This is an optimization exercise on Yosys and OpenROAD, whose aim is small area, not a production implementation. No activity file was given, so power comes from the tool's default toggle rates.

==> inputs of trial 58 <==
==> flow/design.v <==
module rca #(parameter N = 8) (a, b, ci, s, co);
input  [N-1:0] a, b;
input          ci;
output [N-1:0] s;
output         co;
wire   [N:0]   c;
assign c[0] = ci;
genvar i;
generate for (i = 0; i < N; i = i + 1) begin : g
	assign s[i]   = a[i] ^ b[i] ^ c[i];
	assign c[i+1] = (a[i] & b[i]) | (c[i] & (a[i] ^ b[i]));
end endgenerate
assign co = c[N];
endmodule
module csa #(parameter N = 8) (a, b, c, s, cy);
input  [N-1:0] a, b, c;
output [N-1:0] s, cy;
assign s  = a ^ b ^ c;
assign cy = (a & b) | (c & (a ^ b));
endmodule
module inc #(parameter N = 8) (a, ci, s);
input  [N-1:0] a;
input          ci;
output [N-1:0] s;
wire   [N:0]   c;
assign c[0] = ci;
genvar i;
generate for (i = 0; i < N; i = i + 1) begin : g
	assign s[i]   = a[i] ^ c[i];
	assign c[i+1] = a[i] & c[i];
end endgenerate
endmodule
module ecg_tbase (clk, rst, spi, tick, tick_rise);
input  clk, rst;
output spi, tick, tick_rise;
reg [5:0] tb;
always @(posedge clk)
	if (rst) tb <= 6'd0;
	else     tb <= (tb == 6'd50) ? 6'd1 : tb + 6'd1;
assign spi  = (tb == 6'd10) | (tb == 6'd20) | (tb == 6'd30) |
              (tb == 6'd40) | (tb == 6'd50);
assign tick = (tb >= 6'd25) & (tb <= 6'd49);
assign tick_rise = (tb == 6'd25);
endmodule
module ecg_filt (clk, rst, sample_clk, adc_va, L);
input         clk, rst, sample_clk;
input  [13:0] adc_va;
output [19:0] L;
reg s_old;
wire ev = sample_clk & ~s_old;
wire [19:0] V   = {adc_va, 6'b0};
wire [19:0] nvs = ~{{12{adc_va[13]}}, adc_va[13:6]};
reg  [19:0] H, Y;
wire [19:0] ymh, hp_s, hp_c, Hn, Yn;
rca #(20) u_ymh (.a(Y), .b(~H), .ci(1'b1), .s(ymh), .co());
csa #(20) u_hcs (.a(ymh), .b(V), .c(nvs), .s(hp_s), .cy(hp_c));
rca #(20) u_hn  (.a(hp_s), .b({hp_c[18:0], 1'b1}), .ci(1'b0), .s(Hn), .co());
rca #(20) u_yn  (.a(Y), .b(~{{11{H[19]}}, H[19:11]}), .ci(1'b1), .s(Yn), .co());
reg  [19:0] L, M;
reg  [10:0] T;
wire [11:0] th;
wire [19:0] lp_s, lp_c, Mn;
rca #(12) u_th (.a({T[10], T}), .b({H[19], H[19:9]}), .ci(1'b0), .s(th), .co());
csa #(20) u_lcs (.a(L), .b(~{{8{L[19]}}, L[19:8]}), .c({{8{th[11]}}, th}), .s(lp_s), .cy(lp_c));
rca #(20) u_mn  (.a(lp_s), .b({lp_c[18:0], 1'b1}), .ci(1'b0), .s(Mn), .co());
always @(posedge clk)
	if (rst) begin
		s_old <= 1'b0;
		H <= 20'd0; Y <= 20'd0;
		L <= 20'd0; M <= 20'd0; T <= 11'd0;
	end else begin
		s_old <= sample_clk;
		if (ev) begin
			H <= Hn;
			Y <= Yn;
			L <= M;
			M <= Mn;
			T <= H[19:9];
		end
	end
endmodule
module ecg_beat (clk, rst, L, adc_vb, mono, bp);
input         clk, rst;
input  [19:0] L;
input  [13:0] adc_vb;
output        mono, bp;
wire [13:0] ca = {~L[19], L[18:6]};
wire [13:0] cb = {adc_vb[13], ~adc_vb[12:0]};
wire [14:0] cc;
assign cc[0] = |L[5:0];
genvar i;
generate for (i = 0; i < 14; i = i + 1) begin : g_cmp
	assign cc[i+1] = (ca[i] & cb[i]) | (cc[i] & (ca[i] | cb[i]));
end endgenerate
wire gt = cc[14];
reg overthr, ot_old, mono_old, bp;
reg  [12:0] mc;
wire mz   = (mc[11:0] == 12'd0);
wire trig = overthr & ~ot_old;
assign mono = mc[12] | ~mz;
always @(posedge clk)
	if (rst) begin
		overthr <= 1'b0; ot_old <= 1'b0; mono_old <= 1'b0;
		bp <= 1'b0; mc <= 13'd0;
	end else begin
		overthr <= gt;
		ot_old <= overthr;
		if (mz)
			mc <= trig ? 13'd3184 : 13'd0;
		else
			mc <= {mc[11:0], mc[12] ^ mc[3] ^ mc[2] ^ mc[0]};
		mono_old <= mono;
		if (mono & ~mono_old) bp <= ~bp;
	end
endmodule
module ecg_pcnt (clk, rst, clr, cedge, pc);
input         clk, rst, clr, cedge;
output [15:0] pc;
reg pend;
reg [7:0] c1, c2;
wire [7:0] c1n, c2n;
inc #(8) u_c1 (.a(c1), .ci(cedge), .s(c1n));
inc #(8) u_c2 (.a(c2), .ci(pend), .s(c2n));
always @(posedge clk)
	if (rst | clr) begin
		pend <= 1'b0; c1 <= 8'd0; c2 <= 8'd0;
	end else begin
		pend <= cedge & (&c1);
		c1 <= c1n;
		c2 <= c2n;
	end
assign pc = {c2, c1};
endmodule
module ecg_hrdiv (clk, rst, hev, pc, hr_bcd);
input         clk, rst, hev;
input  [15:0] pc;
output [11:0] hr_bcd;
reg [15:0] bper, mb;
reg [1:0]  qh, hh;
reg [3:0]  qt, qu, ht, hu;
reg        busy;
wire [15:0] mbx = hev ? ~16'd60000 : mb;
wire [15:0] dsum;
wire        brw;
rca #(16) u_div (.a(mbx), .b(bper), .ci(1'b0), .s(dsum), .co(brw));
wire [1:0] xh = hev ? 2'd0 : qh;
wire [3:0] xt = hev ? 4'd0 : qt;
wire [3:0] xu = hev ? 4'd0 : qu;
wire u9   = (xu == 4'd9);
wire t9   = (xt == 4'd9);
wire w255 = (xh == 2'd2) & (xt == 4'd5) & (xu == 4'd5);
wire act = hev | busy;
always @(posedge clk) begin
	if (hev) bper <= pc;
	mb <= dsum;
	busy <= act & ~brw;
	if (w255) begin
		qh <= 2'd0; qt <= 4'd0; qu <= 4'd0;
	end else begin
		qu <= u9 ? 4'd0 : xu + 4'd1;
		qt <= u9 ? (t9 ? 4'd0 : xt + 4'd1) : xt;
		qh <= (u9 & t9) ? xh + 2'd1 : xh;
	end
end
always @(posedge clk)
	if (rst) begin
		hh <= 2'd0; ht <= 4'd0; hu <= 4'd0;
	end else if (act & brw) begin
		hh <= xh; ht <= xt; hu <= xu;
	end
assign hr_bcd = {2'b00, hh, ht, hu};
endmodule
module ecg_hr (clk, rst, sample_clk, adc_va, adc_vb,
               spi_sck, dac_a, beat, led, hr_bcd);
input         clk;
input         rst;
input         sample_clk;
input  [13:0] adc_va;
input  [13:0] adc_vb;
output        spi_sck;
output [11:0] dac_a;
output        beat;
output [7:0]  led;
output [11:0] hr_bcd;
wire tick, tick_rise, mono, bp;
wire [19:0] L;
wire [15:0] pc;
ecg_tbase u_tb (.clk(clk), .rst(rst), .spi(spi_sck), .tick(tick), .tick_rise(tick_rise));
ecg_filt  u_f  (.clk(clk), .rst(rst), .sample_clk(sample_clk), .adc_va(adc_va), .L(L));
ecg_beat  u_b  (.clk(clk), .rst(rst), .L(L), .adc_vb(adc_vb), .mono(mono), .bp(bp));
reg nbp_old;
always @(posedge clk)
	if (rst) nbp_old <= 1'b0;
	else     nbp_old <= ~bp;
wire hev = ~bp & ~nbp_old;
wire cedge = bp & (tick_rise | (tick & nbp_old));
ecg_pcnt  u_pc (.clk(clk), .rst(rst), .clr(~mono & ~bp), .cedge(cedge), .pc(pc));
ecg_hrdiv u_hr (.clk(clk), .rst(rst), .hev(hev), .pc(pc), .hr_bcd(hr_bcd));
assign dac_a = {~L[19], L[18:8]};
assign beat  = mono;
assign led   = pc[9:2];
endmodule
==> flow/run.sh <==
#!/bin/bash
# synth_recipe.tcl (not shown) runs the flow's synth.tcl, then flattens the netlist and writes it again
# the make line also repeats each setting of config.mk as NAME=value (left out here)
make -C /OpenROAD-flow-scripts/flow DESIGN_CONFIG=/design/flow/config.mk WORK_HOME=/design/flow/orfs CLKGATE_MAP_FILE= SYNTH_SCRIPT=/design/flow/synth_recipe.tcl finish
==> flow/config.mk <==
export PLATFORM = sky130hd
export DESIGN_NAME = ecg_hr
export DESIGN_NICKNAME = ecg_hr
export VERILOG_FILES = /design/flow/design.v
export SDC_FILE = /design/flow/constraint.sdc
export NUM_CORES = 4
export LEC_CHECK = 0
export CAP_MARGIN = 20
export CORE_MARGIN = 2
export CORE_UTILIZATION = 40
export CTS_BUF_LIST = sky130_fd_sc_hd__clkbuf_8
export SLEW_MARGIN = 20
==> flow/constraint.sdc <==
create_clock -name core_clock -period 10.0 [get_ports {clk}]
set_input_delay 2.0000 -clock core_clock [delete_from_list [all_inputs] [get_ports {clk}]]
set_output_delay 2.0000 -clock core_clock [all_outputs]
set_load 0.01 [all_outputs]
==> build 88 (differences from trial 58) <==
==> flow/design.v, changed modules only <==
module ecg_filt (clk, rst, sample_clk, adc_va, L);
input         clk, rst, sample_clk;
input  [13:0] adc_va;
output [19:0] L;
reg s_old;
wire ev = sample_clk & ~s_old;
reg  [19:0] Hb, Y, L, M;
reg  [10:0] Tb;
reg         hc;
wire [19:0] nvs = ~{{12{adc_va[13]}}, adc_va[13:6]};
wire [19:0] s1, c1, s2, c2;
csa #(20) u_h1 (.a(Y), .b(Hb), .c({adc_va, 6'b000001}), .s(s1), .cy(c1));
csa #(20) u_h2 (.a(s1), .b({c1[18:0], 1'b1}), .c(nvs), .s(s2), .cy(c2));
wire [13:0] Hn_lo;
wire [5:0]  Hn_hi;
wire        c14;
rca #(14) u_hlo (.a(s2[13:0]), .b({c2[12:0], 1'b0}), .ci(1'b0), .s(Hn_lo), .co(c14));
rca #(6)  u_hhi (.a(s2[19:14]), .b(c2[18:13]), .ci(1'b0), .s(Hn_hi), .co());
wire [5:0]  Hb_fix = Hb[19:14] - {5'd0, hc};
wire [19:0] Yn;
rca #(20) u_yn (.a(Y), .b({{11{Hb[19]}}, Hb[19:11]}), .ci(1'b1), .s(Yn), .co());
wire [13:0] z1, zc, Z;
csa #(14) u_z1 (.a({{2{L[19]}}, L[19:8]}), .b({{3{Tb[10]}}, Tb}), .c({{3{Hb[19]}}, Hb[19:9]}), .s(z1), .cy(zc));
rca #(14) u_z2 (.a(z1), .b({zc[12:0], 1'b1}), .ci(1'b1), .s(Z), .co());
wire [19:0] Mn;
rca #(20) u_mn (.a(L), .b(~{{6{Z[13]}}, Z}), .ci(1'b1), .s(Mn), .co());
always @(posedge clk)
	if (rst) begin
		s_old <= 1'b0; hc <= 1'b0;
		Hb <= 20'hfffff; Y <= 20'd0;
		L <= 20'd0; M <= 20'd0; Tb <= 11'h7ff;
	end else begin
		s_old <= sample_clk;
		hc <= ev & c14;
		if (ev)
			Hb <= ~{Hn_hi, Hn_lo};
		else
			Hb[19:14] <= Hb_fix;
		if (ev) begin
			Y <= Yn;
			L <= M;
			M <= Mn;
			Tb <= Hb[19:9];
		end
	end
endmodule
==> flow/flow/run.sh (new file) <==
#!/bin/bash
# Layout flow: the standard synthesis and layout, with small port buffers
# (buf_1) and a clock tree of clkbuf_4/clkbuf_8 cells without dummy loads.
set -euo pipefail
bash standard.sh synth > synth.log 2>&1
bash standard.sh \
  "BUFFER_PORTS_ARGS=-buffer_cell sky130_fd_sc_hd__buf_1" \
  "CTS_ARGS=-sink_clustering_enable -repair_clock_nets -dont_use_dummy_load -buf_list {sky130_fd_sc_hd__clkbuf_4 sky130_fd_sc_hd__clkbuf_8}" \
  finish > layout.log 2>&1
==> flow/standard.sh (new file) <==
#!/bin/bash
# synth_recipe.tcl (not shown) runs the flow's synth.tcl, then flattens the netlist and writes it again
# the make line also repeats each setting of config.mk as NAME=value (left out here)
make -C /OpenROAD-flow-scripts/flow DESIGN_CONFIG=/design/flow/config.mk WORK_HOME=/design/flow/orfs CLKGATE_MAP_FILE= SYNTH_SCRIPT=/design/flow/synth_recipe.tcl "${@:-finish}"
CORE_UTILIZATION = 60   (was 40)
CTS_BUF_LIST = default   (was sky130_fd_sc_hd__clkbuf_8)
removed: flow/run.sh
==> trial 72 (differences from trial 58) <==
==> flow/design.v, changed modules only <==
module ecg_filt (clk, rst, sample_clk, adc_va, L);
input         clk, rst, sample_clk;
input  [13:0] adc_va;
output [19:0] L;
reg s_old;
wire ev = sample_clk & ~s_old;
wire [19:0] V   = {adc_va, 6'b0};
wire [19:0] nvs = ~{{12{adc_va[13]}}, adc_va[13:6]};
reg  [19:0] H, Y;
reg         hc;
wire [19:0] ymh, hp_s, hp_c, Yn;
wire [13:0] Hn_lo;
wire [5:0]  Hn_hi, H_hi_inc;
wire        c14;
rca #(20) u_ymh (.a(Y), .b(~H), .ci(1'b1), .s(ymh), .co());
csa #(20) u_hcs (.a(ymh), .b(V), .c(nvs), .s(hp_s), .cy(hp_c));
rca #(14) u_hlo (.a(hp_s[13:0]), .b({hp_c[12:0], 1'b1}), .ci(1'b0), .s(Hn_lo), .co(c14));
rca #(6)  u_hhi (.a(hp_s[19:14]), .b(hp_c[18:13]), .ci(1'b0), .s(Hn_hi), .co());
inc #(6)  u_hfx (.a(H[19:14]), .ci(hc), .s(H_hi_inc));
rca #(20) u_yn  (.a(Y), .b(~{{11{H[19]}}, H[19:11]}), .ci(1'b1), .s(Yn), .co());
reg  [19:0] L, M;
reg  [10:0] T;
wire [11:0] th;
wire [19:0] lp_s, lp_c, Mn;
rca #(12) u_th (.a({T[10], T}), .b({H[19], H[19:9]}), .ci(1'b0), .s(th), .co());
csa #(20) u_lcs (.a(L), .b(~{{8{L[19]}}, L[19:8]}), .c({{8{th[11]}}, th}), .s(lp_s), .cy(lp_c));
rca #(20) u_mn  (.a(lp_s), .b({lp_c[18:0], 1'b1}), .ci(1'b0), .s(Mn), .co());
always @(posedge clk)
	if (rst) begin
		s_old <= 1'b0; hc <= 1'b0;
		H <= 20'd0; Y <= 20'd0;
		L <= 20'd0; M <= 20'd0; T <= 11'd0;
	end else begin
		s_old <= sample_clk;
		hc <= ev & c14;
		if (ev)
			H <= {Hn_hi, Hn_lo};
		else
			H[19:14] <= H_hi_inc;
		if (ev) begin
			Y <= Yn;
			L <= M;
			M <= Mn;
			T <= H[19:9];
		end
	end
endmodule
CTS_BUF_LIST = default   (was sky130_fd_sc_hd__clkbuf_8)
==> qor summary <==
|  | trial 72 | trial 58 | build 88 |
|---|---|---|---|
| Outcome | complete, no violations | complete, no violations | complete, no violations |
| Relative contribution of sequential cells to total power | 0.301 | 0.318 | 0.346 |
| Via count of the first global-routing pass | 6872 | 6598 | 6280 |
| Worst Hold Depth | 0 | 2 | 2 |
| Relative slew slack | 0.457 | 0.310 | 0.303 |
| Area of combinational cells with multiple inputs | 5600 um2 | 5540 um2 | 5400 um2 |
| Combinational cell fraction of total power | 0.487 | 0.519 | 0.537 |
| Setup Skew | 0.0209 ns | 0.0214 ns | 0.0435 ns |
| Met1 routing resource usage after global routing | 0.196 | 0.209 | 0.289 |
| Launch point of the worst path | u_f.Y[0]$_SDFFE_PP0P_ | adc_va[6] | u_f.Hb[11]$_SDFFE_PP1P_ |
| Clock share of power | 0.211 | 0.163 | 0.117 |
| Switching Share | 0.399 | 0.411 | 0.412 |
| Length of routed met2 wiring | 9720 um | 8850 um | 8730 um |
| Adder-cell share of the synthesized area | 0.296 | 0.292 | 0.289 |
| Basic-gate share of the synthesized area counting and, or, nand and nor cells | 0.134 | 0.134 | 0.148 |
| Clock insertion delay at the later pin of the skew report | 0.45 ns | 0.47 ns | 0.47 ns |
| Portion of the post-synthesis area used by sequential elements | 0.374 | 0.377 | 0.388 |
No run of this note included a check of the RTL's function; only the layout flow was run.

## separate check: timing with driven ports
How much do the figures lean on ideal ports? The routed layouts below were timed once more, with nothing changed but the port constraints. Step 1 (the two cells are an assumption about what drives the block):
set clk [get_ports {clk}]
set_driving_cell -lib_cell sky130_fd_sc_hd__clkbuf_16 $clk
set_driving_cell -lib_cell sky130_fd_sc_hd__buf_2 [delete_from_list [all_inputs] $clk]
Step 2 times the ports against the registers' clock, not the clock port: input delays grow and output delays shrink by t, the midpoint of the rising clock arrivals with the driver on. a / b / c = ideal ports / drivers / drivers and shift; a / b = the first two.
| run | t, ns | setup slack, ns | worst data-port slew with drivers (ns) |
|---|---|---|---|
| trial 58 | 0.505 | 0.276 / 0.296 / -0.209 | 0.04 |
| build 88 | 0.487 | 0.460 / 0.460 / 0.460 | 0.03 |
| trial 72 | 0.484 | 0.413 / 0.413 / 0.413 | 0.05 |
Met with ideal ports but missed after step 2: setup timing in trial 58. The setup slack of trial 58, which loses most, moves by +0.020 ns with the drivers and by -0.485 ns with both steps.
